Context: an optimization exercise on an open-source flow, tuned for small area. The choices shown serve that exercise and are no tape-out recipe. Power figures rest on the tool's default switching activity, not on a simulated workload.

== exp/onyx ==
Design picoversat, start of the top module:
module picoversat (
             input                 clk,
             input                 rst,
             output                trap,
             output                led,
             output [10-2:0]  imem_addr,
             input [32-1:0]  imem_rdata,
             output                dmem_en,
             output                dmem_we,
             output [10-2:0]  dmem_addr,
             output [32-1:0]  dmem_wdata,
             input [32-1:0]   dmem_rdata
             );
Size: roughly 2000 cells after synthesis, roughly 120 I/O pins, about 24000 um^2 of cells after synthesis.
make LEC_CHECK=0 CAP_MARGIN=5 CORE_MARGIN=2 CORE_UTILIZATION=55 CTS_CLUSTER_DIAMETER=100 CTS_CLUSTER_SIZE=20 GPL_TIMING_DRIVEN=0 PLACE_DENSITY=0.65 SETUP_SLACK_MARGIN=0.15 SLEW_MARGIN=5 SYNTH_HIERARCHICAL=1 finish   # period 7.5 ns
run.sh (not shown) runs the stock make flow with config.mk's settings and CLKGATE_MAP_FILE= SYNTH_SCRIPT=/design/flow/synth_recipe.tcl, a recipe that flattens the netlist after the stock synthesis.
The following lists how exp/sierra was set up differently from exp/onyx:
Settings: a change of CTS_CLUSTER_SIZE from 20 to 30.
==> flow/flow/run.sh (new file) <==
#!/bin/bash
# The standard layout (standard.sh: the standard flow's own ORFS run with the standard
# synthesis), with the port buffers made of the smallest buffer cell
# (sky130_fd_sc_hd__buf_1) instead of ORFS's default choice. Every input and
# output port still gets its own buffer. ORFS writes each step's log under
# orfs/logs; standard.log holds make's own output.
set -euo pipefail
export BUFFER_PORTS_ARGS="-buffer_cell sky130_fd_sc_hd__buf_1"
bash standard.sh > standard.log 2>&1
==> flow/standard.sh (new file) <==
#!/bin/bash
# synth_recipe.tcl (not shown) runs the flow's synth.tcl, then flattens the netlist and writes it again
# the make line also repeats each setting of config.mk as NAME=value (left out here)
make -C /OpenROAD-flow-scripts/flow DESIGN_CONFIG=/design/flow/config.mk WORK_HOME=/design/flow/orfs CLKGATE_MAP_FILE= SYNTH_SCRIPT=/design/flow/synth_recipe.tcl "${@:-finish}"
removed: flow/run.sh
### Flow results
- | total count of hold-check failures in the final report | exp/onyx vs exp/sierra | ≈ equal |
- Taking exp/onyx as the reference, in exp/sierra number of nets in the final layout now smaller; maximum vdd ir drop now smaller.
- Between exp/onyx and exp/sierra, the difference in number of gates on the worst path with buffers counted is negligible.
- Every run in the comparison, exp/onyx and exp/sierra, completed the flow with a clean layout.
- Post-layout utilization of the core, exp/onyx and exp/sierra, lower one = exp/sierra.
- The post-route fraction of the period consumed by the critical path of exp/sierra falls short of that of exp/onyx by 0.52 points.
- Re final instance area: exp/onyx was higher than exp/sierra.
- When exp/sierra is measured against exp/onyx, its number of clock-tree buffers in the layout turns out 11 lower.
Input changes introduced in exp/ember (baseline for comparison: exp/sierra):
==> flow/flow/run.sh <==
#!/bin/bash
# The standard layout (standard.sh: the standard flow's own ORFS run with the standard
# synthesis), with the port buffers made of the smallest buffer cell
# (sky130_fd_sc_hd__buf_1) instead of ORFS's default choice, and the largest
# plain buffers (buf_12, buf_16) kept out of buffer insertion and sizing, so
# long nets are repaired with smaller buffers. Every input and output port
# still gets its own buffer. ORFS writes each step's log under orfs/logs;
# standard.log holds make's own output.
set -euo pipefail
export BUFFER_PORTS_ARGS="-buffer_cell sky130_fd_sc_hd__buf_1"
export DONT_USE_CELLS="sky130_fd_sc_hd__buf_12 sky130_fd_sc_hd__buf_16"
bash standard.sh > standard.log 2>&1
Results
Post-layout worst setup margin delta (exp/sierra -> exp/ember): insignificant. Status: net count of the finished layout parity (exp/sierra, exp/ember). Number of detailed-routing iterations run before antenna repair: exp/sierra vs exp/ember identical. exp/ember was carried through to the last stage, and its layout satisfied the timing, design-rule and antenna checks. Reported for exp/sierra and exp/ember, cell count of the worst hold path turned out identical to the last digit. Switching power of the nets came out exactly the same in exp/sierra and exp/ember. The synthesized netlist cell count was comparable across exp/sierra and exp/ember. Changes observed in exp/ember relative to exp/sierra: number of buffers inserted to repair setup after CTS held steady; clock group share of total power has remained practically unchanged; part of the power in registers now sits at about the same level; area added between synthesis and finish flat.
No functional check of the RTL was part of any run of this note.

static timing again, ports no longer ideal:
Ports are ideal in the flow. The routed layouts listed here were re-timed in OpenROAD.
Step 1 (the two cells are an assumption about what drives the block):
set clk [get_ports {clk}]
set_driving_cell -lib_cell sky130_fd_sc_hd__clkbuf_16 $clk
set_driving_cell -lib_cell sky130_fd_sc_hd__buf_2 [delete_from_list [all_inputs] $clk]
Step 2, shift: input delay + t, output delay - t, t = (earliest + latest rising clock arrival at the registers) / 2. This alone moves slack from input paths to output paths.
Slacks: ideal / step 1 / step 2; pairs: ideal / step 1.
run | shift t [ns] | slack for setup (ns) | worst setup path after step 2 | worst slew at a driven data input, ns
exp/onyx | 0.631 | 0.262 / 0.298 / -0.332 | input to register | 0.06
exp/sierra | 0.647 | 0.301 / 0.335 / -0.313 | input to register | 0.07
exp/ember | 0.647 | 0.301 / 0.335 / -0.313 | input to register | 0.07
Met with ideal ports but missed after step 2: setup timing in every run listed.
